Source: an optimization exercise on an open RTL-to-GDS flow (aim: a short achievable clock period and few clock cycles). Production flows keep margins and buffers that such runs may drop. At most, simulation tests tie the RTL to the original design; equivalence was not proved. The RTL of run 3 was laid out without a check of its function. Power is estimated from default activity; no workload was simulated.

<file path="design/flow/design.v">
module ks_add32(
    input [31:0] a,
    input [31:0] b,
    input cin,
    output [31:0] s
    );
    wire [31:0] p0 = a ^ b;
    wire [31:0] g0 = (a & b);
    wire [31:0] gi = {g0[31:1], g0[0] | (p0[0] & cin)};
    wire [31:0] g1, p1, g2, p2, g3, p3, g4, p4, g5;
    genvar i;
    generate
        for (i = 0; i < 32; i = i + 1) begin : lv
            if (i >= 1)  begin : a1 assign g1[i] = gi[i] | (p0[i] & gi[i-1]); assign p1[i] = p0[i] & p0[i-1]; end
            else         begin : b1 assign g1[i] = gi[i]; assign p1[i] = p0[i]; end
            if (i >= 2)  begin : a2 assign g2[i] = g1[i] | (p1[i] & g1[i-2]); assign p2[i] = p1[i] & p1[i-2]; end
            else         begin : b2 assign g2[i] = g1[i]; assign p2[i] = p1[i]; end
            if (i >= 4)  begin : a3 assign g3[i] = g2[i] | (p2[i] & g2[i-4]); assign p3[i] = p2[i] & p2[i-4]; end
            else         begin : b3 assign g3[i] = g2[i]; assign p3[i] = p2[i]; end
            if (i >= 8)  begin : a4 assign g4[i] = g3[i] | (p3[i] & g3[i-8]); assign p4[i] = p3[i] & p3[i-8]; end
            else         begin : b4 assign g4[i] = g3[i]; assign p4[i] = p3[i]; end
            if (i >= 16) begin : a5 assign g5[i] = g4[i] | (p4[i] & g4[i-16]); end
            else         begin : b5 assign g5[i] = g4[i]; end
        end
    endgenerate
    assign s = p0 ^ {g5[30:0], cin};
endmodule
module cmp_lt32s(
    input [31:0] a,
    input [31:0] b,
    output lt
    );
    wire [31:0] ua = {~a[31], a[30:0]};
    wire [31:0] ub = {~b[31], b[30:0]};
    wire [31:0] l0 = ~ua & ub;           
    wire [31:0] e0 = ~(ua ^ ub);         
    wire [15:0] l1, e1;
    wire [7:0]  l2, e2;
    wire [3:0]  l3, e3;
    wire [1:0]  l4, e4;
    genvar i;
    generate
        for (i = 0; i < 16; i = i + 1) begin : c1
            assign l1[i] = l0[2*i+1] | (e0[2*i+1] & l0[2*i]);
            assign e1[i] = e0[2*i+1] & e0[2*i];
        end
        for (i = 0; i < 8; i = i + 1) begin : c2
            assign l2[i] = l1[2*i+1] | (e1[2*i+1] & l1[2*i]);
            assign e2[i] = e1[2*i+1] & e1[2*i];
        end
        for (i = 0; i < 4; i = i + 1) begin : c3
            assign l3[i] = l2[2*i+1] | (e2[2*i+1] & l2[2*i]);
            assign e3[i] = e2[2*i+1] & e2[2*i];
        end
        for (i = 0; i < 2; i = i + 1) begin : c4
            assign l4[i] = l3[2*i+1] | (e3[2*i+1] & l3[2*i]);
            assign e4[i] = e3[2*i+1] & e3[2*i];
        end
    endgenerate
    assign lt = l4[1] | (e4[1] & l4[0]);
endmodule
module pipelined_cpu(
    input clk,
    input rst_n,
    output [15:0]imem_addr,
    input [31:0]imem_rdata,
    output [15:0]dmem_addr,
    output dmem_we,
    output [31:0]dmem_wdata,
    input [31:0]dmem_rdata,
    output debug_wb_have_inst,
    output [31:0]debug_wb_pc,
    output debug_wb_ena,
    output [4:0]debug_wb_reg,
    output [31:0]debug_wb_value
    );
    integer j;
    reg [31:0] pc_f_n;
    reg [15:0] imem_q;
    reg [31:0] m_res_n;
    reg [15:0] dmem_q;
    wire [31:0] pc_f = ~pc_f_n;
    wire [31:0] m_res = ~m_res_n;
    reg [32*32-1:0] rfv;        
    reg        bt_v   [0:15];
    reg [11:0] bt_tag [0:15];
    reg [15:0] bt_tgt [0:15];
    reg        bt_jal [0:15];
    reg [1:0]  bt_ctr [0:15];
    reg        e_valid, e_squash;
    reg [31:0] e_pc, e_link, e_timm;
    reg [31:0] e_a, e_b, e_sd;
    reg [4:0]  e_sh;            
    reg        e_sd_late, e_a_late, e_b_late;
    reg        e_wen, e_ld, e_st, e_br, e_jal, e_jalr, e_pred, e_bhit;
    reg [31:0] e_k0, e_k1;      
    reg        e_beq, e_bne, e_blt, e_bge;
    reg [4:0]  e_rd;
    reg        e_s_add, e_s_sub, e_s_and, e_s_or, e_s_xor, e_s_sll, e_s_srl, e_s_sra, e_s_b, e_s_link;
    reg        m_valid, m_wen, m_ld, m_st, m_br, m_jal, m_jalr, m_jbad, m_taken, m_bhit, m_bok;
    reg [31:0] m_pc, m_sd, m_tgt;
    reg [4:0]  m_rd;
    reg        w_valid, w_wen;
    reg [31:0] w_pc, w_val;
    reg [4:0]  w_rd;
    wire [15:0] bsel = 16'd1 << imem_q[3:0];
    reg [15:0] bt_match, bt_take;
    reg [15:0] pred_tgt;
    always @* begin
        pred_tgt = 16'd0;
        for (j = 0; j < 16; j = j + 1) begin
            bt_match[j] = bsel[j] & bt_v[j] & (bt_tag[j] == imem_q[15:4]);
            bt_take[j] = bt_match[j] & (bt_jal[j] | bt_ctr[j][1]);
            pred_tgt = pred_tgt | ({16{bsel[j]}} & bt_tgt[j]);
        end
    end
    wire lowpc = pc_f[31:18] == 14'd0;
    wire bt_hit = (|bt_match) & lowpc;
    wire pred_t = (|bt_take) & lowpc;
    wire [31:0] pc_inc = pc_f + 32'd4;
    wire [31:0] inst = imem_rdata;
    wire [6:0] opc = inst[6:0];
    wire is_r    = opc == 7'b0110011;
    wire is_i    = opc == 7'b0010011;
    wire is_ld   = opc == 7'b0000011;
    wire is_st   = opc == 7'b0100011;
    wire is_br   = opc == 7'b1100011;
    wire is_lui  = opc == 7'b0110111;
    wire is_jal  = opc == 7'b1101111;
    wire is_jalr = opc == 7'b1100111;
    wire [2:0] f3 = inst[14:12];
    wire [4:0] rs1 = inst[19:15];
    wire [4:0] rs2 = inst[24:20];
    wire [4:0] rd  = inst[11:7];
    wire alu_op = is_r | is_i;
    wire is_sh = alu_op & (f3 == 3'b001 || f3 == 3'b101);
    wire [31:0] imm_i = {{20{inst[31]}}, inst[31:20]};
    wire [31:0] imm_s = {{20{inst[31]}}, inst[31:25], inst[11:7]};
    wire [31:0] imm_b = {{19{inst[31]}}, inst[31], inst[7], inst[30:25], inst[11:8], 1'b0};
    wire [31:0] imm_u = {inst[31:12], 12'b0};
    wire [31:0] imm_j = {{11{inst[31]}}, inst[31], inst[19:12], inst[20], inst[30:21], 1'b0};
    wire use_a  = is_r | is_i | is_ld | is_st | is_br | is_jalr;
    wire b_reg  = is_r | is_br;
    wire wen    = is_r | is_i | is_ld | is_lui | is_jal | is_jalr;
    wire [31:0] imm_op = is_st ? imm_s : is_lui ? imm_u : imm_i;
    wire e_v = e_valid & ~e_squash;
    wire [31:0] A = e_a;
    wire [31:0] B = e_b;
    wire [31:0] LA = e_a_late ? dmem_rdata : e_a;
    wire [31:0] LB = e_b_late ? dmem_rdata : e_b;
    wire [31:0] SD = e_sd_late ? dmem_rdata : e_sd;
    wire [31:0] sum, diff;
    ks_add32 u_add(.a(A), .b(B), .cin(1'b0), .s(sum));
    ks_add32 u_sub(.a(A), .b(~B), .cin(1'b1), .s(diff));
    wire [31:0] sll_r = A << e_sh;
    wire [31:0] srl_r = A >> e_sh;
    wire [31:0] sra_r = $signed(A) >>> e_sh;
    wire [31:0] tgt_sum = e_pc + e_timm;
    wire [31:0] r_and = LA & LB;
    wire [31:0] r_or  = LA | LB;
    wire [31:0] r_xor = LA ^ LB;
    wire [31:0] e_result =
          ({32{e_s_add}}  & sum)
        | ({32{e_s_sub}}  & diff)
        | ({32{e_s_and}}  & r_and)
        | ({32{e_s_or}}   & r_or)
        | ({32{e_s_xor}}  & r_xor)
        | ({32{e_s_sll}}  & sll_r)
        | ({32{e_s_srl}}  & srl_r)
        | ({32{e_s_sra}}  & sra_r)
        | ({32{e_s_b}}    & B)
        | ({32{e_s_link}} & e_link);
    wire [31:0] m_val = m_ld ? dmem_rdata : m_res;
    wire e_fw = e_v & e_wen;
    wire e_m1 = e_fw & (e_rd == rs1) & (rs1 != 5'd0);
    wire e_m2 = e_fw & (e_rd == rs2) & (rs2 != 5'd0);
    wire m_m1 = m_wen & (m_rd == rs1) & (rs1 != 5'd0);
    wire m_m2 = m_wen & (m_rd == rs2) & (rs2 != 5'd0);
    wire e1_alu = e_m1 & ~e_ld;
    wire e2_alu = e_m2 & ~e_ld;
    wire late_ok = alu_op & (f3 == 3'b100 || f3 == 3'b110 || f3 == 3'b111);
    wire stall = e_ld & ((use_a & e_m1) | (b_reg & e_m2)) & ~late_ok;
    wire [31:0] rf1 = rfv[32*rs1 +: 32];
    wire [31:0] rf2 = rfv[32*rs2 +: 32];
    wire nz1 = rs1 != 5'd0;
    wire nz2 = rs2 != 5'd0;
    wire a_e  = e1_alu;
    wire a_m  = ~e_m1 & m_m1;
    wire a_rf = use_a & ~e_m1 & ~m_m1 & nz1;
    wire b_e  = b_reg & e2_alu;
    wire b_m  = b_reg & ~e_m2 & m_m2;
    wire b_rf = b_reg & ~e_m2 & ~m_m2 & nz2;
    wire b_im = ~b_reg;
    wire s_e  = e2_alu;
    wire s_m  = ~e_m2 & m_m2;
    wire s_rf = ~e_m2 & ~m_m2 & nz2;
    wire h_e  = is_sh & is_r & e2_alu;
    wire h_m  = is_sh & is_r & ~e_m2 & m_m2;
    wire h_rf = is_sh & is_r & ~e_m2 & ~m_m2 & nz2;
    wire h_im = is_sh & is_i;
    function [31:0] fwd_e;
        input g;
        begin
            fwd_e = ({32{g & e_s_add}}  & sum)
                  | ({32{g & e_s_sub}}  & diff)
                  | ({32{g & e_s_and}}  & r_and)
                  | ({32{g & e_s_or}}   & r_or)
                  | ({32{g & e_s_xor}}  & r_xor)
                  | ({32{g & e_s_sll}}  & sll_r)
                  | ({32{g & e_s_srl}}  & srl_r)
                  | ({32{g & e_s_sra}}  & sra_r)
                  | ({32{g & e_s_b}}    & B)
                  | ({32{g & e_s_link}} & e_link);
        end
    endfunction
    wire [31:0] fe_a = fwd_e(a_e);
    wire [31:0] fe_b = fwd_e(b_e);
    wire [31:0] fe_s = fwd_e(s_e);
    wire [31:0] fe_h = fwd_e(h_e);
    wire [31:0] a_next  = fe_a | ({32{a_m}} & m_val) | ({32{a_rf}} & rf1);
    wire [31:0] b_next  = fe_b | ({32{b_m}} & m_val) | ({32{b_rf}} & rf2) | ({32{b_im}} & imm_op);
    wire [31:0] sd_next = fe_s | ({32{s_m}} & m_val) | ({32{s_rf}} & rf2);
    wire [4:0]  sh_next = fe_h[4:0] | ({5{h_m}} & m_val[4:0]) | ({5{h_rf}} & rf2[4:0]) | ({5{h_im}} & inst[24:20]);
    wire eq = A == B;
    wire lt;
    cmp_lt32s u_lt(.a(A), .b(B), .lt(lt));
    wire taken = (e_beq & eq) | (e_bne & ~eq) | (e_blt & lt) | (e_bge & ~lt);
    wire go = e_jal | (e_br & taken);           
    wire jalr_ok = e_pred & ((A == e_k0) | (A == e_k1));
    wire mispred = e_v & (e_jalr ? ~jalr_ok : (go != e_pred));
    wire [31:0] jalr_tgt = {sum[31:1], 1'b0};
    wire [31:0] act_tgt = e_jalr ? jalr_tgt : tgt_sum;
    wire sel_btgt = e_v & ~e_pred & (e_jal | (e_br & taken));           
    wire sel_link = e_v & e_pred & ~e_jal & ~e_jalr & ~(e_br & taken);  
    wire sel_jalr = e_v & e_jalr & ~jalr_ok;
    wire fd_sel = ~(sel_btgt | sel_link | sel_jalr);
    wire sel_hold = fd_sel & stall;
    wire sel_ptgt = fd_sel & ~stall & pred_t;
    wire sel_inc  = fd_sel & ~stall & ~pred_t;
    wire [31:0] pc_next = ({32{sel_btgt}} & tgt_sum)
                        | ({32{sel_link}} & e_link)
                        | ({32{sel_jalr}} & jalr_tgt)
                        | ({32{sel_hold}} & pc_f)
                        | ({32{sel_ptgt}} & {14'd0, pred_tgt, 2'b00})
                        | ({32{sel_inc}}  & pc_inc);
    always @(posedge clk or negedge rst_n) begin
        if (!rst_n) begin
            pc_f_n <= 32'hffffffff;
            imem_q <= 16'd0;
        end else begin
            pc_f_n <= ~pc_next;
            imem_q <= pc_next[17:2];
        end
    end
    wire [15:0] usel = 16'd1 << m_pc[5:2];
    wire u_go = m_jal | m_jalr | (m_br & m_taken);
    wire u_alloc = u_go & m_bok & (~m_bhit | m_jbad);
    wire u_cnt = m_br & m_bhit;
    always @(posedge clk or negedge rst_n) begin
        if (!rst_n) begin
            for (j = 0; j < 16; j = j + 1) bt_v[j] <= 1'b0;
        end else begin
            for (j = 0; j < 16; j = j + 1)
                if (u_alloc & usel[j]) bt_v[j] <= 1'b1;
        end
    end
    always @(posedge clk) begin
        for (j = 0; j < 16; j = j + 1) begin
            if (u_alloc & usel[j]) begin
                bt_tag[j] <= m_pc[17:6];
                bt_tgt[j] <= m_tgt[17:2];
                bt_jal[j] <= m_jal | m_jalr;
                bt_ctr[j] <= 2'b10;
            end else if (u_cnt & usel[j]) begin
                if (m_taken) begin
                    if (bt_ctr[j] != 2'b11) bt_ctr[j] <= bt_ctr[j] + 2'd1;
                end else begin
                    if (bt_ctr[j] != 2'b00) bt_ctr[j] <= bt_ctr[j] - 2'd1;
                end
            end
        end
    end
    always @(posedge clk or negedge rst_n) begin
        if (!rst_n) begin
            e_valid <= 1'b0; e_squash <= 1'b0; e_sd_late <= 1'b0; e_a_late <= 1'b0; e_b_late <= 1'b0;
            e_wen <= 1'b0; e_ld <= 1'b0; e_st <= 1'b0; e_br <= 1'b0; e_jal <= 1'b0; e_jalr <= 1'b0;
            e_pred <= 1'b0; e_bhit <= 1'b0; e_rd <= 5'd0;
            e_beq <= 1'b0; e_bne <= 1'b0; e_blt <= 1'b0; e_bge <= 1'b0;
            e_s_add <= 1'b0; e_s_sub <= 1'b0; e_s_and <= 1'b0; e_s_or <= 1'b0; e_s_xor <= 1'b0;
            e_s_sll <= 1'b0; e_s_srl <= 1'b0; e_s_sra <= 1'b0; e_s_b <= 1'b0; e_s_link <= 1'b0;
        end else begin
            e_valid <= 1'b1;
            e_squash <= mispred | stall;
            e_sd_late <= e_m2 & e_ld;
            e_a_late <= use_a & e_m1 & e_ld;
            e_b_late <= b_reg & e_m2 & e_ld;
            e_wen <= wen; e_ld <= is_ld; e_st <= is_st; e_br <= is_br; e_jal <= is_jal; e_jalr <= is_jalr;
            e_pred <= pred_t; e_bhit <= bt_hit;
            e_rd <= rd;
            e_beq <= is_br & f3 == 3'b000;
            e_bne <= is_br & f3 == 3'b001;
            e_blt <= is_br & f3 == 3'b100;
            e_bge <= is_br & f3 == 3'b101;
            e_s_add <= is_ld | is_st | (alu_op & f3 == 3'b000 & ~(is_r & inst[30]));
            e_s_sub <= is_r & f3 == 3'b000 & inst[30];
            e_s_and <= alu_op & f3 == 3'b111;
            e_s_or  <= alu_op & f3 == 3'b110;
            e_s_xor <= alu_op & f3 == 3'b100;
            e_s_sll <= alu_op & f3 == 3'b001;
            e_s_srl <= alu_op & f3 == 3'b101 & ~inst[30];
            e_s_sra <= alu_op & f3 == 3'b101 & inst[30];
            e_s_b   <= is_lui;
            e_s_link <= is_jal | is_jalr;
        end
    end
    always @(posedge clk) begin
        e_pc <= pc_f;
        e_link <= pc_inc;
        e_timm <= is_jal ? imm_j : imm_b;
        e_k0 <= {14'd0, pred_tgt, 2'b00} - imm_i;
        e_k1 <= {14'd0, pred_tgt, 2'b00} - imm_i + 32'd1;
        e_a  <= a_next;
        e_b  <= b_next;
        e_sd <= sd_next;
        e_sh <= sh_next;
    end
    always @(posedge clk or negedge rst_n) begin
        if (!rst_n) begin
            m_valid <= 1'b0; m_wen <= 1'b0; m_ld <= 1'b0; m_st <= 1'b0; m_br <= 1'b0; m_jal <= 1'b0;
            m_jalr <= 1'b0; m_jbad <= 1'b0;
            m_taken <= 1'b0; m_bhit <= 1'b0; m_bok <= 1'b0; m_rd <= 5'd0;
        end else begin
            m_valid <= e_v;
            m_wen <= e_v & e_wen;
            m_ld <= e_v & e_ld;
            m_st <= e_v & e_st;
            m_br <= e_v & e_br;
            m_jal <= e_v & e_jal;
            m_jalr <= e_v & e_jalr;
            m_jbad <= e_jalr & ~jalr_ok;
            m_taken <= taken;
            m_bhit <= e_bhit;
            m_bok <= (e_pc[31:18] == 14'd0) & (act_tgt[31:18] == 14'd0);
            m_rd <= e_rd;
        end
    end
    always @(posedge clk) begin
        m_pc <= e_pc;
        m_res_n <= ~e_result;
        dmem_q <= e_result[17:2];
        m_sd <= SD;
        m_tgt <= act_tgt;
    end
    wire [31:0] decw = 32'd1 << m_rd;
    always @(posedge clk) begin
        for (j = 1; j < 32; j = j + 1)
            if (m_wen && decw[j])
                rfv[32*j +: 32] <= m_val;
    end
    always @(posedge clk or negedge rst_n) begin
        if (!rst_n) begin
            w_valid <= 1'b0; w_wen <= 1'b0; w_rd <= 5'd0;
        end else begin
            w_valid <= m_valid;
            w_wen <= m_wen;
            w_rd <= m_rd;
        end
    end
    always @(posedge clk) begin
        w_pc <= m_pc;
        w_val <= m_val;
    end
    assign imem_addr = imem_q;
    assign dmem_addr = dmem_q;
    assign dmem_we = m_st;
    assign dmem_wdata = m_sd;
    assign debug_wb_have_inst = w_valid;
    assign debug_wb_pc = w_pc;
    assign debug_wb_ena = w_wen;
    assign debug_wb_reg = w_rd;
    assign debug_wb_value = w_val;
endmodule
</file>
<file path="design/flow/flow/run.sh">
#!/bin/bash
# Standard layout with two changes: ABC maps the logic against a delay target
# (flow/abc_speed.script replaces ORFS's), and timing repair aims at a tighter
# setup margin. Everything else is ORFS's own scripts, copied unchanged.
set -euo pipefail
rm -rf scripts_mod
cp -r "$FLOW_HOME/scripts" scripts_mod
cp flow/abc_speed.script scripts_mod/abc_speed.script
bash standard.sh SCRIPTS_DIR="$PWD/scripts_mod" SETUP_SLACK_MARGIN=6.5 finish > standard_flow.log 2>&1
</file>
<file path="design/flow/flow/abc_speed.script">
strash
dch -f
map -D 1500
buffer -p
upsize -D 1500
dnsize -D 1500
stime -p
</file>
<file path="design/flow/standard.sh">
#!/bin/bash
# synth_recipe.tcl (not shown) runs the flow's synth.tcl, then flattens the netlist and writes it again
# the make line also repeats each setting of config.mk as NAME=value (left out here)
make -C /OpenROAD-flow-scripts/flow DESIGN_CONFIG=/design/flow/config.mk WORK_HOME=/design/flow/orfs CLKGATE_MAP_FILE= SYNTH_SCRIPT=/design/flow/synth_recipe.tcl "${@:-finish}"
</file>
<file path="design/flow/config.mk">
export PLATFORM = sky130hd
export DESIGN_NAME = pipelined_cpu
export DESIGN_NICKNAME = pipelined_cpu
export VERILOG_FILES = /design/flow/design.v
export SDC_FILE = /design/flow/constraint.sdc
export NUM_CORES = 8
export LEC_CHECK = 0
export CAP_MARGIN = 20
export CORE_MARGIN = 2
export CORE_UTILIZATION = 40
export SLEW_MARGIN = 20
</file>
<file path="design/flow/constraint.sdc">
create_clock -name core_clock -period 9.0 [get_ports {clk}]
set_input_delay 1.8000 -clock core_clock [delete_from_list [all_inputs] [get_ports {clk}]]
set_output_delay 1.8000 -clock core_clock [all_outputs]
set_load 0.01 [all_outputs]
</file>
==> results of run 1 <==
-- cell usage after synthesis, drive strengths merged (26+ instances only) --
library cell  number  area (sq um)
nor2             718          2720
o21bai            33           248
o22ai             71           444
xnor2             28           245
xor2             107           937
o21ai           1065          5330
dfrtp             87          2180
nor4              70           472
o211ai           136          1030
nand4            113           707
a21oi           1029          5170
a211oi            63           488
o311ai            41           359
buf               97           460
nand2           1980          7440
a31oi             48           300
ha               208          2600
a221oi           107           981
a32oi            173          1520
o221ai            82           718
dfstp             32           841
a22oi            127           953
clkbuf           588          2210
edfxtp          1456         43700
or2               84           526
nor3              98           517
dfxtp            448          8970
o31ai             36           270
nand3            297          1490
inv              872          3270
a32o              89           891
o2111ai           81           733
mux2              32           360
a22o              26           228
-- kinds of logic (layout without fill, tap and decap cells) --
family | count (synthesis) | in the layout | share of synthesized area, %
compound gates | 3325 | 3325 | 20.5
other cells | 1 | 18 | 0.00371
buf+inv | 1566 | 2619 | 5.92
mux | 52 | 52 | 0.555
flops | 2023 | 2023 | 55.2
xor+xnor | 135 | 135 | 1.17
simple gates | 3403 | 3413 | 14.0
fa+ha+maj | 211 | 211 | 2.64
-- what timing repair did --
action | CTS | global route
resized for setup | 2709 | 832
setup endpoints to repair | 1774 | 671
cloned | 109 | 22
pin swaps | 385 | 422
buffers inserted | 581 | 214
-- how the worst max path moves through the flow --
stage	slack (ps)	depth (start not counted)	end	start
6_report	4420	26	e_k1[19]$_DFF_P_	imem_q[1]$_DFF_PN0_
5_1_grt	4210	25	e_k1[20]$_DFF_P_	imem_q[0]$_DFF_PN0_
4_1_cts	4460	26	e_k1[19]$_DFF_P_	imem_q[3]$_DFF_PN0_
3_5_place_dp	3030	16	pc_f_n[22]$_DFF_PN1_	imem_rdata[5]
3_3_place_gp	3160	15	imem_q[0]$_DFF_PN0_	imem_rdata[5]
2_1_floorplan	4330	17	e_k1[20]$_DFF_P_	imem_rdata[22]
-- sequential cells by signal, indices dropped and copies added (netlist names), 21 cells and up --
signal / count
rfv: 992
bt_tgt: 256
bt_tag: 192
bt_ctr: 32
e_a: 32
e_b: 32
e_link: 32
e_sd: 32
m_pc: 32
m_res_n: 32
m_sd: 32
pc_f_n: 32
w_pc: 32
w_val: 32
e_pc: 30
e_k1: 21
-- cell type report --
class	count	area (sq um)	area share, %
clock inverters	126	1440	1.06
clock buffers	283	6090	4.46
inverters	881	3820	2.80
repair inverters	24	288	0.211
multi-input cells	7137	49000	36.0
well taps	3348	4190	3.07
flip-flops and latches	2023	56000	41.0
diodes	17	42.5	0.0312
repair buffers	1305	15500	11.4
-- placed cells by master, fill, tap and decap left out, types with 171 or more instances in the layout --
master	netlist	final
nand3_1	297	213
dfxtp_1	448	335
inv_1	868	733
buf_4	4	587
a21oi_1	1027	867
o21ai_2	1	171
nand2_1	1977	1769
edfxtp_1	1456	1456
clkbuf_16	0	243
o21ai_0	1058	644
buf_6	1	336
nor2_1	714	554
o21ai_1	6	190
-- worst reg2reg max path: stages (launching register included) --
cell	delay (ps)
dfrtp_2	460
buf_4	160
nor2_4	50
nand3_4	80
clkinvlp_4	120
buf_4	190
buf_4	160
a22oi_1	180
nand3_1	110
a221o_1	320
a221oi_4	270
nand4_1	250
ha_1	370
inv_1	170
nor2_2	70
inv_2	90
nor3_4	50
o211ai_1	170
nand3_1	160
a21o_1	210
or2_4	240
nand2_4	60
inv_1	50
nor2_1	80
nand4_1	150
nand3b_1	200
nand2_1	70
-- layer usage --
layer	vias up	routed length, microns
li1	40547	-
met1	47310	183000
met2	7399	215000
met3	1903	62500
met4	18	43800
met5	-	126
-- power breakdown --
part / total, mW / internal, mW / switching, mW
clock network: 9.39 / 5.33 / 4.06
registers: 11.4 / 10.6 / 0.706
logic: 8.11 / 3.24 / 4.87
total: 28.9 / 19.2 / 9.64
-- stage by stage --
stage	util [%]	hold WS, ps	setup slack, ps
after global routing	54.3	328	4210
after CTS	52.1	314	4460
after detailed placement	43.0	312	3030
final	54.3	325	4420
after global placement	43.0	311	3160
after floorplan	-	310	4330
==> impl_metrics.py, run 1 <==
metrics = {
    "run_status": {
        "status": "complete, no violations",
    },
    "yosys": {
        "seq_area_frac_synth_pct": 55.2,
        "async_flop_share_pct": 5.88,
        "netlist_area_sq_um": 101000,
        "ys_warn_count": 38,
        "ys.flop_type": "edfxtp_1",
        "ys_ff_latch": 2023,
        "synth_cells": 10716,
        "syn_nets": 10993,
        "avgSynthCellArea_sq_um": 9.42,
        "synth-edff-count": 1456,
        "ys_types": 87,
    },
    "grt": {
        "grt_max_degree": 84,
        "grt_pass1_wl_microns": 688000,
        "antenna_found_initial": 30,
        "grtUsageMet1_pct": 47.5,
        "grt_usage_pct": 37.4,
        "grt_pass1_vias": 91201,
        "grt_overflow_total": 0,
        "top_usage_layer": "met2",
        "grt_use_met2_pct": 55.6,
        "grtUsageMet3_pct": 9.47,
    },
    "clock_tree": {
        "cts_sinks": 2023,
        "cts_tree": "done",
        "cts_inserted_buffers": 216,
        "holdBufCountCts": 0,
        "cts.path.max_buffers": 3,
        "htreeDepth": 4,
        "path_clk_slew_ps": 60,
        "clockRootBuffer": "clkbuf_16",
        "clk_latency_ps": 920,
    },
    "worst_setup_path": {
        "crit_family": "simple AND/OR/NAND/NOR gates",
        "crit_buf_inv": 7,
        "r2r-start": "imem_q[1]$_DFF_PN0_",
        "cp_data_required_time_ps": 9820,
        "critPathCaptureType": "flop",
        "reg2reg_to": "e_k1[19]$_DFF_P_",
        "crit_top_cell": "buf_4",
        "slowest_delay_ps": 460,
        "rr_worst_depth": 26,
        "worst_setup_path_start_kind": "flop",
        "crit_type": "flop to flop",
        "path_max_fanout": 5,
        "cp_slowest_cell": "dfrtp_2",
        "r2r_slack_ps": 4420,
        "arrival_ps": 5390,
    },
    "final_layout": {
        "fin_area_sq_um": 136000,
        "fin_nets": 11865,
        "num-fill-cells": 21423,
        "finalNonFillerCells": 15144,
        "drive_gt1_share_pct": 29.4,
        "area_growth_syn_to_layout_pct": 35.1,
    },
    "floorplan": {
        "dieArea_sq_um": 256000,
        "die_w_microns": 506,
        "io_pins": 202,
        "start_util_pct": 40.2,
        "die_y_microns": 506,
        "core_area_sq_um": 251000,
        "core.rowCount": 184,
    },
    "drt": {
        "viasPerCell": 6.42,
        "routed_wirelength_microns": 504000,
        "ant_nets": 0,
        "drc": 0,
        "dr_total_vias": 97177,
        "drt-wirelength-per-cell_microns": 33.3,
        "first_pass_iters": 8,
        "drt_iter0_drc": 15081,
    },
    "placed_design": {
        "portBuffers": 201,
        "dp_cells": 13792,
        "dpl-instance-area_sq_um": 108000,
        "hpwlAfterDp_microns": 292000,
        "place.gp.congestion": 1.04,
    },
    "sta": {
        "rsz0062_at_grt": "yes",
        "slew_viol_final": 0,
        "fmaxAchievable_mhz": 218,
        "worst_pin_slew_ps": 1280,
        "max-slew-margin-rel_pct": 14.3,
        "post-route-min-period_ps": 4580,
        "finalSetupViolCount": 0,
        "fin_worst_skew_ps": 83.0,
        "finalCritPeriodShare_pct": 50.9,
        "final_hold_viol_count": 0,
        "setup_tns_ps": 0,
    },
    "power_and_ir_drop": {
        "power.total_mw": 28.9,
        "p_per_area_nw_per_um2": 212,
        "leakage_nw": 51.2,
        "vdd_drop_max_mv": 0.214,
    },
    "min_path": {
        "hp-start": "m_pc[28]$_DFF_P_",
        "hold_depth": 0,
        "min_path_type": "flop to flop",
        "min_to": "w_pc[28]$_DFF_P_",
    },
    "job": {
        "maxCapViolations": 0,
    },
}
Testbench counts, summed over its fixed seeds: cycles 88,764.
==> inputs of run 2 (changes only) <==
--- a/design/flow/design.v
+++ b/design/flow/design.v
@@ -87,17 +87,19 @@
     reg [15:0] bt_tgt [0:15];
     reg        bt_jal [0:15];
     reg [1:0]  bt_ctr [0:15];
+    reg [16:0] bt_k   [0:15];   
     reg        e_valid, e_squash;
     reg [31:0] e_pc, e_link, e_timm;
     reg [31:0] e_a, e_b, e_sd;
     reg [4:0]  e_sh;            
     reg        e_sd_late, e_a_late, e_b_late;
     reg        e_wen, e_ld, e_st, e_br, e_jal, e_jalr, e_pred, e_bhit;
-    reg [31:0] e_k0, e_k1;      
+    reg [16:0] e_k;             
     reg        e_beq, e_bne, e_blt, e_bge;
     reg [4:0]  e_rd;
     reg        e_s_add, e_s_sub, e_s_and, e_s_or, e_s_xor, e_s_sll, e_s_srl, e_s_sra, e_s_b, e_s_link;
-    reg        m_valid, m_wen, m_ld, m_st, m_br, m_jal, m_jalr, m_jbad, m_taken, m_bhit, m_bok;
+    reg        m_valid, m_wen, m_ld, m_st, m_br, m_jal, m_jalr, m_jbad, m_taken, m_bhit, m_bok, m_kok;
+    reg [16:0] m_k;
     reg [31:0] m_pc, m_sd, m_tgt;
     reg [4:0]  m_rd;
     reg        w_valid, w_wen;
@@ -106,12 +108,15 @@
     wire [15:0] bsel = 16'd1 << imem_q[3:0];
     reg [15:0] bt_match, bt_take;
     reg [15:0] pred_tgt;
+    reg [16:0] pred_k;
     always @* begin
         pred_tgt = 16'd0;
+        pred_k = 17'd0;
         for (j = 0; j < 16; j = j + 1) begin
             bt_match[j] = bsel[j] & bt_v[j] & (bt_tag[j] == imem_q[15:4]);
             bt_take[j] = bt_match[j] & (bt_jal[j] | bt_ctr[j][1]);
             pred_tgt = pred_tgt | ({16{bsel[j]}} & bt_tgt[j]);
+            pred_k = pred_k | ({17{bsel[j]}} & bt_k[j]);
         end
     end
     wire lowpc = pc_f[31:18] == 14'd0;
@@ -226,7 +231,7 @@
     cmp_lt32s u_lt(.a(A), .b(B), .lt(lt));
     wire taken = (e_beq & eq) | (e_bne & ~eq) | (e_blt & lt) | (e_bge & ~lt);
     wire go = e_jal | (e_br & taken);           
-    wire jalr_ok = e_pred & ((A == e_k0) | (A == e_k1));
+    wire jalr_ok = e_pred & (A[31:1] == {14'd0, e_k});
     wire mispred = e_v & (e_jalr ? ~jalr_ok : (go != e_pred));
     wire [31:0] jalr_tgt = {sum[31:1], 1'b0};
     wire [31:0] act_tgt = e_jalr ? jalr_tgt : tgt_sum;
@@ -254,7 +259,7 @@
     end
     wire [15:0] usel = 16'd1 << m_pc[5:2];
     wire u_go = m_jal | m_jalr | (m_br & m_taken);
-    wire u_alloc = u_go & m_bok & (~m_bhit | m_jbad);
+    wire u_alloc = u_go & m_bok & (~m_bhit | m_jbad) & (~m_jalr | m_kok);
     wire u_cnt = m_br & m_bhit;
     always @(posedge clk or negedge rst_n) begin
         if (!rst_n) begin
@@ -270,6 +275,7 @@
                 bt_tag[j] <= m_pc[17:6];
                 bt_tgt[j] <= m_tgt[17:2];
                 bt_jal[j] <= m_jal | m_jalr;
+                bt_k[j] <= m_k;
                 bt_ctr[j] <= 2'b10;
             end else if (u_cnt & usel[j]) begin
                 if (m_taken) begin
@@ -317,8 +323,7 @@
         e_pc <= pc_f;
         e_link <= pc_inc;
         e_timm <= is_jal ? imm_j : imm_b;
-        e_k0 <= {14'd0, pred_tgt, 2'b00} - imm_i;
-        e_k1 <= {14'd0, pred_tgt, 2'b00} - imm_i + 32'd1;
+        e_k <= pred_k;
         e_a  <= a_next;
         e_b  <= b_next;
         e_sd <= sd_next;
@@ -327,7 +332,7 @@
     always @(posedge clk or negedge rst_n) begin
         if (!rst_n) begin
             m_valid <= 1'b0; m_wen <= 1'b0; m_ld <= 1'b0; m_st <= 1'b0; m_br <= 1'b0; m_jal <= 1'b0;
-            m_jalr <= 1'b0; m_jbad <= 1'b0;
+            m_jalr <= 1'b0; m_jbad <= 1'b0; m_kok <= 1'b0;
             m_taken <= 1'b0; m_bhit <= 1'b0; m_bok <= 1'b0; m_rd <= 5'd0;
         end else begin
             m_valid <= e_v;
@@ -338,6 +343,7 @@
             m_jal <= e_v & e_jal;
             m_jalr <= e_v & e_jalr;
             m_jbad <= e_jalr & ~jalr_ok;
+            m_kok <= ~B[0] & (A[31:18] == 14'd0);
             m_taken <= taken;
             m_bhit <= e_bhit;
             m_bok <= (e_pc[31:18] == 14'd0) & (act_tgt[31:18] == 14'd0);
@@ -350,6 +356,7 @@
         dmem_q <= e_result[17:2];
         m_sd <= SD;
         m_tgt <= act_tgt;
+        m_k <= A[17:1];
     end
     wire [31:0] decw = 32'd1 << m_rd;
     always @(posedge clk) begin
==> run 2 against run 1 <==
Net effect: still clean on timing, DRC and antenna; non-clock buffer count increased by 163; clock skew increased by 30 ps; sequential power grew 9.6%; global-route usage rose by 1.4 points; first-iteration DRC count increased by 12%; hold slack got worse by 17 ps; synthesized cell count is 7.3% higher; via count grew 9.8%; total power rose by 3.3%; sequential cell count is 266 higher; area after synthesis increased by 9.9%; critical path depth down 18.
==> impl_metrics.py, run 2 <==
metrics = {
    "sta": {
        "finalCritPeriodShare_pct": 39.5,
        "post-route-min-period_ps": 3560,
        "fin_worst_skew_ps": 113,
        "finalSetupViolCount": 0,
        "max-slew-margin-rel_pct": 4.08,
        "setup_tns_ps": 0,
        "worst_pin_slew_ps": 1430,
        "slew_viol_final": 0,
        "fmaxAchievable_mhz": 281,
        "final_hold_viol_count": 0,
        "rsz0062_at_grt": "yes",
    },
    "yosys": {
        "avgSynthCellArea_sq_um": 9.66,
        "synthSimpleGateAreaFrac_pct": 15.1,
        "ys_ff_latch": 2289,
        "seq_area_frac_synth_pct": 57.5,
        "synth-compound-area-share_pct": 18.0,
        "synth_mux_area_share_pct": 0.508,
        "synth_most_common_cell": "nand2_1",
        "syn_nets": 11760,
        "synth_cells": 11494,
        "synth_top_family_by_area": "compound AO/OA/AOI/OAI gates",
        "yosys-top-cells-area": "edfxtp_1, dfxtp_1, nand2_1",
        "synth_xor_xnor_area_share_pct": 1.05,
        "yosysTopAreaCellShare_pct": 46.8,
        "async_flop_share_pct": 5.24,
        "synth_fa_ha_area_share_pct": 2.28,
        "ys_warn_count": 39,
        "synth-edff-count": 1728,
        "ys_types": 89,
        "netlist_top_cells_count": "nand2_1, edfxtp_1, o21ai_0",
        "synth_area_leader_cell": "edfxtp_1",
        "ys.flop_type": "edfxtp_1",
        "netlist_area_sq_um": 111000,
    },
    "clock_tree": {
        "path_clk_slew_ps": 60,
        "clockRootBuffer": "clkbuf_16",
        "cts_sinks": 2289,
        "clk_latency_ps": 970,
        "htreeDepth": 5,
        "cts_inserted_buffers": 265,
        "cts_tree": "done",
        "cts.path.max_buffers": 4,
    },
    "grt": {
        "grt_max_degree": 88,
        "grtUsageMet3_pct": 9.85,
        "grtUsageMet1_pct": 47.5,
        "antenna_found_initial": 37,
        "grt_pass1_wl_microns": 770000,
        "grt_pass1_vias": 98800,
        "grt_use_met2_pct": 58.4,
        "grt_usage_pct": 38.8,
        "grt_overflow_total": 0,
        "top_usage_layer": "met2",
    },
    "worst_setup_path": {
        "crit_end": "e_a[7]$_DFF_P_",
        "worst_setup_path_start_kind": "primary input",
        "startpoint": "imem_rdata[18]",
        "worstSetupPathDepth": 8,
        "crit_type": "primary input to flop",
        "r2r_slack_ps": 5440,
        "rr_worst_depth": 17,
        "critPathCaptureType": "flop",
        "cp_data_required_time_ps": 9770,
        "reg2reg_to": "pc_f_n[31]$_DFF_PN1_",
        "crit_buf_inv": 3,
        "arrival_ps": 4320,
        "cp_slowest_cell": "a21oi_4",
        "path_max_fanout": 29,
        "crit_family": "compound AO/OA/AOI/OAI gates",
        "cp_cell_sequence": "buf_6 > buf_12 > nor2_4 > buf_4 > a221o_1 > a21oi_4 > a22oi_2 > o21ai_2",
        "r2r-start": "e_a[6]$_DFF_P_",
        "slowest_delay_ps": 640,
    },
    "drt": {
        "dr_total_vias": 106701,
        "drt-wirelength-per-cell_microns": 35.4,
        "routed_wirelength_microns": 583000,
        "first_pass_iters": 9,
        "drt_iter0_drc": 16845,
        "ant_nets": 0,
        "viasPerCell": 6.47,
        "drc": 0,
    },
    "min_path": {
        "min_path_type": "flop to flop",
        "hp-start": "m_pc[25]$_DFF_P_",
    },
    "final_layout": {
        "num-fill-cells": 23394,
        "final_cell_mix": "nand2_1, edfxtp_1, nor2_1, inv_1, a21oi_1",
        "fin_nets": 12810,
        "largest-register": "rfv",
        "final_common_cell": "nand2_1",
        "reg_top3": "rfv (992), bt_k (272), bt_tgt (256)",
        "area_growth_syn_to_layout_pct": 36.4,
        "drive_gt1_share_pct": 28.7,
        "largest_reg_flops": 992,
        "postLayoutCoreUtil_pct": 54.8,
    },
    "floorplan": {
        "dieArea_sq_um": 282000,
        "io_pins": 202,
        "core.rowCount": 193,
        "core_area_sq_um": 276000,
        "die_w_microns": 531,
        "start_util_pct": 40.2,
        "die_y_microns": 531,
    },
    "power_and_ir_drop": {
        "power.total_mw": 29.8,
        "p_per_area_nw_per_um2": 197,
        "leakage_nw": 56.6,
        "vdd_drop_max_mv": 0.155,
    },
    "placed_design": {
        "portBuffers": 201,
        "place.gp.congestion": 1.04,
        "hpwlAfterDp_microns": 324000,
    },
    "job": {
        "maxCapViolations": 0,
    },
    "run_status": {
        "status": "complete, no violations",
    },
}
## run 2: cell count changes in the layout (fill, tap and decap cells not counted), moves of 71 or more
| cell | delta |
|---|---|
| nor2_1 | +215 |
| o211ai_1 | +73 |
| nand2_1 | +257 |
| nand4_1 | +83 |
| buf_12 | +71 |
| edfxtp_1 | +272 |
| clkbuf_16 | +79 |
| a21oi_1 | -145 |
## run 2: report_power, final
group | switching (mW) | internal, mW | leakage (nW)
Sequential | 0.629 | 11.9 | 21.7
Clock | 4.66 | 6.32 | 4.27
Combinational | 4.08 | 2.21 | 30.6
## run 2: worst min path at each step
stage / endpoint / slack, ps / cells after the start
after floorplan: w_pc[0]$_DFF_P_ / 310 / 0
after global placement: w_pc[0]$_DFF_P_ / 320 / 0
after detailed placement: w_pc[20]$_DFF_P_ / 310 / 0
after CTS: w_pc[25]$_DFF_P_ / 320 / 0
after global routing: w_pc[25]$_DFF_P_ / 310 / 0
final: w_pc[25]$_DFF_P_ / 310 / 0
## run 2: routing by layer
metal	wire (microns)	vias up	part of all wire [%]
met5	155	-	0.027
met4	58700	22	10
met3	74200	2443	13
met2	248000	8661	42
met1	202000	51965	35
li1	-	43610	-
## run 2: cell families after synthesis
family                     after synthesis
AOI/OAI and AO/OA                     3211
xor gates and xnor gates               133
buffers and inverters                 1617
and+or+nand+nor                       3991
muxes                                   52
DFF                                   2289
adders and majority gates              200
other                                    1
## run 2: layout make-up
type	count	area (sq um)	share of cell area, %
clock buffers	375	7650	5.05
flip-flops and latches	2289	64000	42.3
multi-input cells	7606	50900	33.6
well taps	3705	4640	3.06
clock inverters	105	1030	0.682
inverters	890	3890	2.57
repair buffers	1468	18800	12.4
diodes	24	60.1	0.0397
repair inverters	24	422	0.279
## run 2: what timing repair did
item | 4_1_cts | 5_1_grt
hold endpoints to repair | 0 | 0
gates resized for setup | 2815 | 950
endpoints found under the setup margin | 2335 | 1092
setup buffers | 590 | 258
gates cloned | 139 | 55
pin swaps | 379 | 421
hold buffers | 0 | 0
## run 2: per-stage QoR
stage	std cells	setup WS (ps)	instance area (sq um)	hold slack (ps)
3_5_place_dp	14940	2230	119000	315
2_1_floorplan	11494	5510	115000	310
5_1_grt	16470	5520	151000	309
4_1_cts	16149	5550	144000	318
3_3_place_gp	14938	2260	119000	315
6_report	16486	5440	151000	309
Testbench counts of run 2, summed over its fixed seeds: cycles 88,764.
==> inputs of run 3 (changes only) <==
--- a/design/flow/design.v
+++ b/design/flow/design.v
@@ -77,6 +77,7 @@
     integer j;
     reg [31:0] pc_f_n;
     reg [15:0] imem_q;
+    reg [15:0] bidx_q;          
     reg [31:0] m_res_n;
     reg [15:0] dmem_q;
     wire [31:0] pc_f = ~pc_f_n;
@@ -90,8 +91,9 @@
     reg [16:0] bt_k   [0:15];   
     reg        e_valid, e_squash;
     reg [31:0] e_pc, e_link, e_timm;
+    reg [15:0] e_link_oh;       
     reg [31:0] e_a, e_b, e_sd;
-    reg [4:0]  e_sh;            
+    reg [4:0]  e_shl, e_shr, e_sha;    
     reg        e_sd_late, e_a_late, e_b_late;
     reg        e_wen, e_ld, e_st, e_br, e_jal, e_jalr, e_pred, e_bhit;
     reg [16:0] e_k;             
@@ -105,7 +107,7 @@
     reg        w_valid, w_wen;
     reg [31:0] w_pc, w_val;
     reg [4:0]  w_rd;
-    wire [15:0] bsel = 16'd1 << imem_q[3:0];
+    wire [15:0] bsel = bidx_q;
     reg [15:0] bt_match, bt_take;
     reg [15:0] pred_tgt;
     reg [16:0] pred_k;
@@ -113,7 +115,7 @@
         pred_tgt = 16'd0;
         pred_k = 17'd0;
         for (j = 0; j < 16; j = j + 1) begin
-            bt_match[j] = bsel[j] & bt_v[j] & (bt_tag[j] == imem_q[15:4]);
+            bt_match[j] = bsel[j] & bt_v[j] & (bt_tag[j] == pc_f[17:6]);
             bt_take[j] = bt_match[j] & (bt_jal[j] | bt_ctr[j][1]);
             pred_tgt = pred_tgt | ({16{bsel[j]}} & bt_tgt[j]);
             pred_k = pred_k | ({17{bsel[j]}} & bt_k[j]);
@@ -157,9 +159,9 @@
     wire [31:0] sum, diff;
     ks_add32 u_add(.a(A), .b(B), .cin(1'b0), .s(sum));
     ks_add32 u_sub(.a(A), .b(~B), .cin(1'b1), .s(diff));
-    wire [31:0] sll_r = A << e_sh;
-    wire [31:0] srl_r = A >> e_sh;
-    wire [31:0] sra_r = $signed(A) >>> e_sh;
+    wire [31:0] sll_r = A << e_shl;
+    wire [31:0] srl_r = A >> e_shr;
+    wire [31:0] sra_r = $signed(A) >>> e_sha;
     wire [31:0] tgt_sum = e_pc + e_timm;
     wire [31:0] r_and = LA & LB;
     wire [31:0] r_or  = LA | LB;
@@ -242,6 +244,17 @@
     wire sel_hold = fd_sel & stall;
     wire sel_ptgt = fd_sel & ~stall & pred_t;
     wire sel_inc  = fd_sel & ~stall & ~pred_t;
+    function [15:0] oh4;
+        input [3:0] x;
+        oh4 = 16'd1 << x;
+    endfunction
+    wire [15:0] inc_oh = {bidx_q[14:0], bidx_q[15]};    
+    wire [15:0] bidx_next = ({16{sel_btgt}} & oh4(tgt_sum[5:2]))
+                          | ({16{sel_link}} & e_link_oh)
+                          | ({16{sel_jalr}} & oh4(jalr_tgt[5:2]))
+                          | ({16{sel_hold}} & bidx_q)
+                          | ({16{sel_ptgt}} & oh4(pred_tgt[3:0]))
+                          | ({16{sel_inc}}  & inc_oh);
     wire [31:0] pc_next = ({32{sel_btgt}} & tgt_sum)
                         | ({32{sel_link}} & e_link)
                         | ({32{sel_jalr}} & jalr_tgt)
@@ -252,9 +265,11 @@
         if (!rst_n) begin
             pc_f_n <= 32'hffffffff;
             imem_q <= 16'd0;
+            bidx_q <= 16'd1;
         end else begin
             pc_f_n <= ~pc_next;
             imem_q <= pc_next[17:2];
+            bidx_q <= bidx_next;
         end
     end
     wire [15:0] usel = 16'd1 << m_pc[5:2];
@@ -322,12 +337,15 @@
     always @(posedge clk) begin
         e_pc <= pc_f;
         e_link <= pc_inc;
+        e_link_oh <= inc_oh;
         e_timm <= is_jal ? imm_j : imm_b;
         e_k <= pred_k;
         e_a  <= a_next;
         e_b  <= b_next;
         e_sd <= sd_next;
-        e_sh <= sh_next;
+        e_shl <= sh_next & {5{f3 == 3'b001}};
+        e_shr <= sh_next & {5{f3 == 3'b101 & ~inst[30]}};
+        e_sha <= sh_next & {5{f3 == 3'b101 & inst[30]}};
     end
     always @(posedge clk or negedge rst_n) begin
         if (!rst_n) begin
==> run 3 against run 2 <==
Net effect: still clean on timing, DRC and antenna; setup slack got worse by 37 ps; clock skew fell by 38 ps; area after synthesis is 2.2% higher; global-route usage increased by 0.84 points; combinational power decreased by 14%; sequential cell count is 42 higher; register-to-register slack lost 40 ps; synthesized cell count grew 2.7%; hold slack worse by 9.4 ps; sequential share of layout area rose by 0.25 points; die area rose by 2.2%; count of clock-buffer cells in the layout down 4; critical path type is now flop to flop; largest cell class unchanged; largest power group unchanged; highest routed layer unchanged.
==> impl_metrics.py, run 3 <==
metrics = {
    "final_layout": {
        "final_cell_mix": "nand2_1, edfxtp_1, o21ai_0, nor2_1, a21oi_1",
        "largest_reg_flops": 992,
        "largest-register": "rfv",
        "fin_nets": 13041,
        "postLayoutCoreUtil_pct": 54.1,
        "final_common_cell": "nand2_1",
        "reg_top3": "rfv (992), bt_k (272), bt_tgt (256)",
        "num-fill-cells": 23812,
        "drive_gt1_share_pct": 27.5,
        "area_growth_syn_to_layout_pct": 34.7,
    },
    "clock_tree": {
        "clockRootBuffer": "clkbuf_16",
        "cts.path.max_buffers": 4,
        "clk_latency_ps": 970,
        "cts_sinks": 2331,
        "cts_tree": "done",
        "path_clk_slew_ps": 60,
        "htreeDepth": 5,
        "cts_inserted_buffers": 268,
    },
    "floorplan": {
        "die_y_microns": 536,
        "dieArea_sq_um": 288000,
        "core.rowCount": 195,
        "start_util_pct": 40.2,
        "core_area_sq_um": 282000,
        "die_w_microns": 536,
        "io_pins": 202,
    },
    "grt": {
        "grtUsageMet1_pct": 48.5,
        "grt_max_degree": 78,
        "grt_pass1_vias": 101357,
        "grt_pass1_wl_microns": 802000,
        "antenna_found_initial": 55,
        "grt_usage_pct": 39.6,
        "grtUsageMet3_pct": 11.2,
        "grt_use_met2_pct": 59.4,
        "grt_overflow_total": 0,
        "top_usage_layer": "met2",
    },
    "drt": {
        "first_pass_iters": 9,
        "dr_total_vias": 109890,
        "drt-wirelength-per-cell_microns": 35.9,
        "routed_wirelength_microns": 602000,
        "ant_nets": 0,
        "drc": 0,
        "viasPerCell": 6.56,
        "drt_iter0_drc": 18309,
    },
    "power_and_ir_drop": {
        "power_frac_clock_pct": 38.0,
        "switching_power_mw": 9.01,
        "p_per_area_nw_per_um2": 192,
        "leakage_nw": 57.0,
        "vdd_drop_max_mv": 0.172,
        "netSwitchingFraction_pct": 30.7,
        "power_frac_seq_pct": 43.7,
        "p_comb_share_pct": 18.4,
        "power.internal_mw": 20.3,
    },
    "sta": {
        "worst_pin_slew_ps": 1290,
        "finalCritPeriodShare_pct": 39.9,
        "fmaxAchievable_mhz": 278,
        "post-route-min-period_ps": 3590,
        "max-slew-margin-rel_pct": 13.7,
        "slew_viol_final": 0,
        "fin_worst_skew_ps": 74.7,
        "final_hold_viol_count": 0,
        "finalSetupViolCount": 0,
        "rsz0062_at_grt": "yes",
        "setup_tns_ps": 0,
    },
    "yosys": {
        "ys_types": 81,
        "seq_area_frac_synth_pct": 57.0,
        "yosys-top-cells-area": "edfxtp_1, dfxtp_1, nand2_1",
        "synth_mux_area_share_pct": 0.503,
        "netlist_area_sq_um": 113000,
        "ys_ff_latch": 2331,
        "netlist_top_cells_count": "nand2_1, edfxtp_1, o21ai_0",
        "synth_most_common_cell": "nand2_1",
        "yosysTopAreaCellShare_pct": 45.8,
        "synth_cells": 11805,
        "synth-compound-area-share_pct": 18.8,
        "async_flop_share_pct": 5.83,
        "ys.flop_type": "edfxtp_1",
        "syn_nets": 12071,
        "synthSimpleGateAreaFrac_pct": 14.9,
        "avgSynthCellArea_sq_um": 9.61,
        "synth-edff-count": 1728,
        "synth_area_leader_cell": "edfxtp_1",
        "synth_top_family_by_area": "compound AO/OA/AOI/OAI gates",
        "ys_warn_count": 39,
        "synth_fa_ha_area_share_pct": 2.23,
        "synth_xor_xnor_area_share_pct": 1.10,
    },
    "worst_setup_path": {
        "arrival_ps": 4330,
        "worst_setup_path_start_kind": "flop",
        "crit_type": "flop to flop",
        "critPathCaptureType": "flop",
        "cp_data_required_time_ps": 9740,
        "path_max_fanout": 3,
        "r2r_slack_ps": 5410,
    },
    "placed_design": {
        "portBuffers": 201,
        "place.gp.congestion": 1.07,
        "hpwlAfterDp_microns": 337000,
    },
    "min_path": {
        "min_path_type": "flop to flop",
    },
    "job": {
        "maxCapViolations": 0,
    },
    "run_status": {
        "status": "complete, no violations",
    },
}
[run 3: cell count changes in the layout (fill, tap and decap cells not counted), sizes merged, moves of 35 or more]
cell,change
nand3,-59
nand2,+156
buf,-35
a22oi,+55
nor4,-48
a221oi,+52
o211ai,-45
nor2,-48
inv,-35
a21oi,-35
o21ai,+89
o22ai,+55
[run 3: worst paths after layout]
kind / depth (start not counted) / end / startpoint
max: 18 / e_a[26]$_DFF_P_ / e_a[0]$_DFF_P_
min: 0 / w_pc[21]$_DFF_P_ / m_pc[21]$_DFF_P_
max reg2reg: 18 / e_a[26]$_DFF_P_ / e_a[0]$_DFF_P_
min reg2reg: 0 / w_pc[21]$_DFF_P_ / m_pc[21]$_DFF_P_
max in group asynchronous: 2 / e_b_late$_DFF_PN0_ / rst_n
min in group asynchronous: 1 / bt_v[15]$_DFFE_PN0P_ / rst_n
[run 3: layout make-up]
class                   count  area [sq um]  area share (%)
clock inverters           119          1360           0.890
inverters                 839          3720            2.44
well taps                3743          4680            3.07
multi-input cells        7870         51700            33.9
repair buffers           1427         18200            11.9
clock buffers             371          7440            4.87
diodes                     13          32.5          0.0213
flip-flops and latches   2331         65000            42.5
repair inverters           38           646           0.423
[run 3: repair_timing]
action                                   CTS  global route
hold buffers                               0             0
resized for setup                       2804           672
buffers inserted                         625           188
endpoints found under the setup margin  2642          1119
pin swaps                                419           353
cloned                                   140            40
[run 3: critical path: stages (launching register included)]
cell	delay, ps
dfxtp_4	390
buf_6	140
buf_6	110
ha_4	170
fa_2	350
nand3_2	80
o211ai_1	160
nand3_1	170
nand2_2	90
buf_6	130
a21oi_4	210
o21ai_4	90
a31oi_4	240
buf_6	130
o21ai_4	70
or2_4	260
and2_4	170
a21oi_4	150
o211ai_1	230
[run 3: through the flow]
step                hold slack [ps]  cell area, sq um  cells  setup WS [ps]  power, mW
floorplan                       310            117000  11805           5370       14.8
global placement                315            121000  15250           2740       16.7
detailed placement              314            121000  15251           2730       16.8
CTS                             298            147000  16506           5560       28.8
global route                    294            153000  16740           5320       30.0
finish                          299            153000  16751           5410       29.4
[run 3: layer usage]
layer	up-vias	part of all wire (%)
met2	9145	43
met4	26	9.7
met1	53406	35
met3	2641	13
met5	-	0.026
li1	44672	-
[run 3: cell families after synthesis]
group,Yosys count
compound gates,3410
xor+xnor,143
fa+ha+maj,200
buf+inv,1610
flops,2331
mux,53
other cells,1
simple gates,4057
[run 3: power by group through the flow]
stage / Sequential [mW] / Combinational [mW] / Clock, mW
global route: 12.8 / 5.53 / 11.6
detailed placement: 13.0 / 3.81 / 0
floorplan: 12.6 / 2.22 / 0
finish: 12.8 / 5.39 / 11.1
global placement: 12.9 / 3.79 / 0
CTS: 12.8 / 4.88 / 11.2
==> inputs of run 4 (changes only) <==
--- a/design/flow/design.v
+++ b/design/flow/design.v
@@ -93,6 +93,7 @@
     reg [31:0] e_pc, e_link, e_timm;
     reg [15:0] e_link_oh;       
     reg [31:0] e_a, e_b, e_sd;
+    reg [31:0] e_ca, e_cb;      
     reg [4:0]  e_shl, e_shr, e_sha;    
     reg        e_sd_late, e_a_late, e_b_late;
     reg        e_wen, e_ld, e_st, e_br, e_jal, e_jalr, e_pred, e_bhit;
@@ -232,35 +233,41 @@
     wire lt;
     cmp_lt32s u_lt(.a(A), .b(B), .lt(lt));
     wire taken = (e_beq & eq) | (e_bne & ~eq) | (e_blt & lt) | (e_bge & ~lt);
+    wire eq2 = e_ca == e_cb;
+    wire lt2;
+    cmp_lt32s u_lt2(.a(e_ca), .b(e_cb), .lt(lt2));
+    wire taken2 = (e_beq & eq2) | (e_bne & ~eq2) | (e_blt & lt2) | (e_bge & ~lt2);
     wire go = e_jal | (e_br & taken);           
     wire jalr_ok = e_pred & (A[31:1] == {14'd0, e_k});
     wire mispred = e_v & (e_jalr ? ~jalr_ok : (go != e_pred));
     wire [31:0] jalr_tgt = {sum[31:1], 1'b0};
     wire [31:0] act_tgt = e_jalr ? jalr_tgt : tgt_sum;
-    wire sel_btgt = e_v & ~e_pred & (e_jal | (e_br & taken));           
-    wire sel_link = e_v & e_pred & ~e_jal & ~e_jalr & ~(e_br & taken);  
+    wire e_brv = e_v & e_br;
+    wire nb_btgt = e_v & e_jal & ~e_pred;                               
+    wire nb_link = e_v & e_pred & ~e_jal & ~e_jalr & ~e_br;             
     wire sel_jalr = e_v & e_jalr & ~jalr_ok;
-    wire fd_sel = ~(sel_btgt | sel_link | sel_jalr);
-    wire sel_hold = fd_sel & stall;
-    wire sel_ptgt = fd_sel & ~stall & pred_t;
-    wire sel_inc  = fd_sel & ~stall & ~pred_t;
+    wire nb_fd = ~(e_brv | nb_btgt | nb_link | sel_jalr);
+    wire sel_hold = stall;
+    wire sel_ptgt = ~stall & pred_t;
+    wire sel_inc  = ~stall & ~pred_t;
     function [15:0] oh4;
         input [3:0] x;
         oh4 = 16'd1 << x;
     endfunction
     wire [15:0] inc_oh = {bidx_q[14:0], bidx_q[15]};    
-    wire [15:0] bidx_next = ({16{sel_btgt}} & oh4(tgt_sum[5:2]))
-                          | ({16{sel_link}} & e_link_oh)
-                          | ({16{sel_jalr}} & oh4(jalr_tgt[5:2]))
-                          | ({16{sel_hold}} & bidx_q)
-                          | ({16{sel_ptgt}} & oh4(pred_tgt[3:0]))
-                          | ({16{sel_inc}}  & inc_oh);
-    wire [31:0] pc_next = ({32{sel_btgt}} & tgt_sum)
-                        | ({32{sel_link}} & e_link)
-                        | ({32{sel_jalr}} & jalr_tgt)
-                        | ({32{sel_hold}} & pc_f)
-                        | ({32{sel_ptgt}} & {14'd0, pred_tgt, 2'b00})
-                        | ({32{sel_inc}}  & pc_inc);
+    wire [15:0] fd_oh = ({16{sel_hold}} & bidx_q) | ({16{sel_ptgt}} & oh4(pred_tgt[3:0])) | ({16{sel_inc}} & inc_oh);
+    wire [31:0] fd_pc = ({32{sel_hold}} & pc_f) | ({32{sel_ptgt}} & {14'd0, pred_tgt, 2'b00}) | ({32{sel_inc}} & pc_inc);
+    wire [31:0] pc_tk = e_pred ? fd_pc : tgt_sum;
+    wire [31:0] pc_nt = e_brv ? (e_pred ? e_link : fd_pc)
+                      : ({32{nb_btgt}} & tgt_sum) | ({32{nb_link}} & e_link)
+                      | ({32{sel_jalr}} & jalr_tgt) | ({32{nb_fd}} & fd_pc);
+    wire [15:0] oh_tk = e_pred ? fd_oh : oh4(tgt_sum[5:2]);
+    wire [15:0] oh_nt = e_brv ? (e_pred ? e_link_oh : fd_oh)
+                      : ({16{nb_btgt}} & oh4(tgt_sum[5:2])) | ({16{nb_link}} & e_link_oh)
+                      | ({16{sel_jalr}} & oh4(jalr_tgt[5:2])) | ({16{nb_fd}} & fd_oh);
+    wire [31:0] pc_next = (e_brv & taken) ? pc_tk : pc_nt;
+    wire [31:0] pc_next2 = (e_brv & taken2) ? pc_tk : pc_nt;
+    wire [15:0] bidx_next = (e_brv & taken2) ? oh_tk : oh_nt;
     always @(posedge clk or negedge rst_n) begin
         if (!rst_n) begin
             pc_f_n <= 32'hffffffff;
@@ -268,7 +275,7 @@
             bidx_q <= 16'd1;
         end else begin
             pc_f_n <= ~pc_next;
-            imem_q <= pc_next[17:2];
+            imem_q <= pc_next2[17:2];
             bidx_q <= bidx_next;
         end
     end
@@ -342,6 +349,8 @@
         e_k <= pred_k;
         e_a  <= a_next;
         e_b  <= b_next;
+        e_ca <= a_next & {32{is_br}};
+        e_cb <= b_next & {32{is_br}};
         e_sd <= sd_next;
         e_shl <= sh_next & {5{f3 == 3'b001}};
         e_shr <= sh_next & {5{f3 == 3'b101 & ~inst[30]}};
--- a/design/flow/config.mk
+++ b/design/flow/config.mk
@@ -7,5 +7,5 @@
 export LEC_CHECK = 0
 export CAP_MARGIN = 20
 export CORE_MARGIN = 2
-export CORE_UTILIZATION = 40
+export CORE_UTILIZATION = 45
 export SLEW_MARGIN = 20
==> run 4 against run 3 <==
Net effect: hold slack better by 25 ps; first-iteration DRC count rose by 18%; cell count up 1.8%; non-clock buffer count up 119; count of clock-buffer cells in the layout is 11 lower; largest power group unchanged; register-to-register slack better by 160 ps; sequential cell count rose by 64; area after synthesis increased by 3.5%.
==> impl_metrics.py, run 4 <==
metrics = {
    "run_status": {
        "status": "complete, no violations",
    },
    "placed_design": {
        "dpl-instance-area_sq_um": 125000,
        "hpwlAfterDp_microns": 370000,
        "portBuffers": 201,
        "place.gp.congestion": 1.04,
        "dp_cells": 15453,
    },
    "clock_tree": {
        "cts_sinks": 2395,
        "clk_latency_ps": 940,
        "path_clk_slew_ps": 60,
        "cts_tree": "done",
        "clockRootBuffer": "clkbuf_16",
        "cts.path.max_buffers": 4,
        "cts_inserted_buffers": 273,
        "htreeDepth": 5,
    },
    "worst_setup_path": {
        "arrival_ps": 4310,
        "worst_setup_path_start_kind": "primary input",
        "crit_type": "primary input to flop",
        "path_max_fanout": 36,
        "cp_data_required_time_ps": 9780,
        "critPathCaptureType": "flop",
    },
    "final_layout": {
        "num-fill-cells": 20793,
        "fin_area_sq_um": 160000,
        "postLayoutCoreUtil_pct": 61.6,
        "area_growth_syn_to_layout_pct": 36.2,
        "reg_top3": "rfv (992), bt_k (272), bt_tgt (256)",
        "drive_gt1_share_pct": 29.0,
        "final_cell_mix": "nand2_1, edfxtp_1, a21oi_1, nor2_1, o21ai_0",
        "largest_reg_flops": 992,
        "final_common_cell": "nand2_1",
        "fin_nets": 13706,
        "finalNonFillerCells": 17059,
        "largest-register": "rfv",
    },
    "floorplan": {
        "dieArea_sq_um": 265000,
        "core_area_sq_um": 259000,
        "start_util_pct": 45.2,
        "die_w_microns": 515,
        "core.rowCount": 187,
        "io_pins": 202,
        "die_y_microns": 515,
    },
    "power_and_ir_drop": {
        "power.total_mw": 31.9,
        "p_per_area_nw_per_um2": 200,
        "leakage_nw": 59.7,
        "vdd_drop_max_mv": 0.215,
    },
    "sta": {
        "slew_viol_final": 0,
        "post-route-min-period_ps": 3530,
        "setup_tns_ps": 0,
        "fin_worst_skew_ps": 52.7,
        "finalCritPeriodShare_pct": 39.2,
        "worst_pin_slew_ps": 1260,
        "max-slew-margin-rel_pct": 15.8,
        "fmaxAchievable_mhz": 283,
        "rsz0062_at_grt": "yes",
        "finalSetupViolCount": 0,
        "final_hold_viol_count": 0,
    },
    "min_path": {
        "min_path_type": "flop to flop",
    },
    "drt": {
        "dr_total_vias": 117253,
        "drt-wirelength-per-cell_microns": 38.5,
        "viasPerCell": 6.87,
        "first_pass_iters": 9,
        "routed_wirelength_microns": 657000,
        "ant_nets": 0,
        "drc": 0,
        "drt_iter0_drc": 21605,
    },
    "job": {
        "maxCapViolations": 0,
    },
    "yosys": {
        "ys_types": 86,
        "avgSynthCellArea_sq_um": 9.47,
        "netlist_top_cells_count": "nand2_1, edfxtp_1, o21ai_0",
        "ys_warn_count": 39,
        "ys.flop_type": "edfxtp_1",
        "syn_nets": 12680,
        "synth-edff-count": 1728,
        "synth_most_common_cell": "nand2_1",
        "yosys-top-cells-area": "edfxtp_1, dfxtp_1, nand2_1",
        "yosysTopAreaCellShare_pct": 44.2,
        "synth_cells": 12383,
        "netlist_area_sq_um": 117000,
        "seq_area_frac_synth_pct": 56.2,
        "ys_ff_latch": 2395,
        "async_flop_share_pct": 5.68,
        "synth_area_leader_cell": "edfxtp_1",
    },
    "grt": {
        "grt_usage_pct": 46.7,
        "grt_max_degree": 93,
        "antenna_found_initial": 64,
        "grt_overflow_total": 0,
        "grt_pass1_wl_microns": 862000,
        "grt_pass1_vias": 105399,
    },
}
==> run 4: cell count changes after synthesis, moves of 44 or more <==
cell / delta
a21oi_1: +230
a31oi_1: +44
nand3_1: +106
o21ai_0: +86
buf_2: +119
nor2_1: +158
clkbuf_1: -68
a22oi_1: -60
o221ai_1: +66
dfxtp_1: +64
inv_1: -79
==> run 4: where the power goes <==
group	internal [mW]	switching (mW)
clock network	6.83	4.85
registers	12.5	0.911
logic	2.43	4.35
total	21.8	10.1
==> run 4: what timing repair did <==
item,CTS,global route
hold buffers,0,0
setup endpoints to repair,2178,1215
resized for setup,3094,852
pin swaps,553,446
setup buffers,631,259
gates cloned,145,45
==> run 4: critical path: stages <==
cell,delay [ps]
buf_2,180
buf_4,880
a21oi_2,90
a32oi_4,510
a2bb2oi_4,300
o2111a_1,290
o21ai_2,100
==> run 4: cell type report <==
type / instances / area (sq um) / area share [%]
Timing Repair inverter: 32 / 487 / 0.305
Timing Repair Buffer: 1546 / 19800 / 12.4
Sequential cell: 2395 / 66200 / 41.4
Clock inverter: 137 / 1600 / 1.00
Inverter: 766 / 3570 / 2.23
Tap cell: 3402 / 4260 / 2.66
Multi-Input combinational cell: 8395 / 56200 / 35.1
Clock buffer: 360 / 7610 / 4.76
Antenna cell: 26 / 65.1 / 0.0407
==> run 4: per-layer routing <==
metal  global-route usage (%)  routed length (microns)  part of all wire, %
met1                     61.6                   236000                   36
met2                     64.3                   259000                   39
met3                     16.9                   103000                   16
met4                     30.3                    58700                  8.9
met5                    0.548                      538                0.082
==> run 4: worst paths after layout <==
check | from | end | slack [ps] | cells past startpoint
setup / recovery | imem_rdata[24] | e_sd[20]$_DFF_P_ | 5470 | 7
hold / removal | m_pc[30]$_DFF_P_ | w_pc[30]$_DFF_P_ | 320 | 0
setup reg to reg | m_rd[1]$_DFF_PN0_ | e_sd[15]$_DFF_P_ | 5570 | 14
hold reg to reg | m_pc[30]$_DFF_P_ | w_pc[30]$_DFF_P_ | 320 | 0
max in group asynchronous | rst_n | m_ld$_DFF_PN0_ | 6840 | 2
min in group asynchronous | rst_n | bt_v[3]$_DFFE_PN0P_ | 860 | 1
==> run 4: cell families (layout without fill, tap and decap cells) <==
group	after synthesis	after routing	synth area share, %
fa+ha+maj	231	231	2.48
mux	62	62	0.563
xor+xnor	109	109	0.820
buf+inv	1599	2841	5.38
compound gates	3748	3748	19.5
other cells	1	27	0.00320
simple gates	4238	4244	15.0
flops	2395	2395	56.2
==> run 4: through the flow <==
| stage | worst slack [ps] | hold slack, ps |
|---|---|---|
| 4_1_cts | 5640 | 320 |
| 3_3_place_gp | 2660 | 311 |
| 2_1_floorplan | 5410 | 310 |
| 6_report | 5470 | 324 |
| 3_5_place_dp | 2730 | 312 |
| 5_1_grt | 5480 | 329 |
Testbench counts of run 4, summed over its fixed seeds: cycles 88,764.

## afterwards: timing with drivers on the ports
The results above use ideal ports. As a check the final layouts listed here were re-extracted and re-timed, cells and wires unchanged. Step 1, drivers: a clkbuf_16 drives clk and a buf_2 each remaining input, both assumed. Step 2, shift: input delay + t, output delay - t, t = (earliest + latest rising clock arrival at the registers) / 2. This alone moves slack from input paths to output paths. Three values: ideal ports, drivers, drivers and shift; two values: the first two.
run | t (ns) | setup slack, ns | worst setup path after step 2 | worst data-port slew with drivers (ns)
run 1 | 0.976 | 4.423 / 4.423 / 3.786 | input to register | 0.36
run 2 | 1.010 | 5.442 / 5.264 / 4.254 | input to register | 0.40
run 3 | 1.031 | 5.405 / 5.247 / 4.216 | input to register | 0.55
run 4 | 1.023 | 5.470 / 5.260 / 4.236 | input to register | 0.40
After both steps setup and hold are still met in every run listed. For run 4, which loses most, drivers alone change the setup slack by -0.210 ns; drivers and shift together by -1.234 ns.
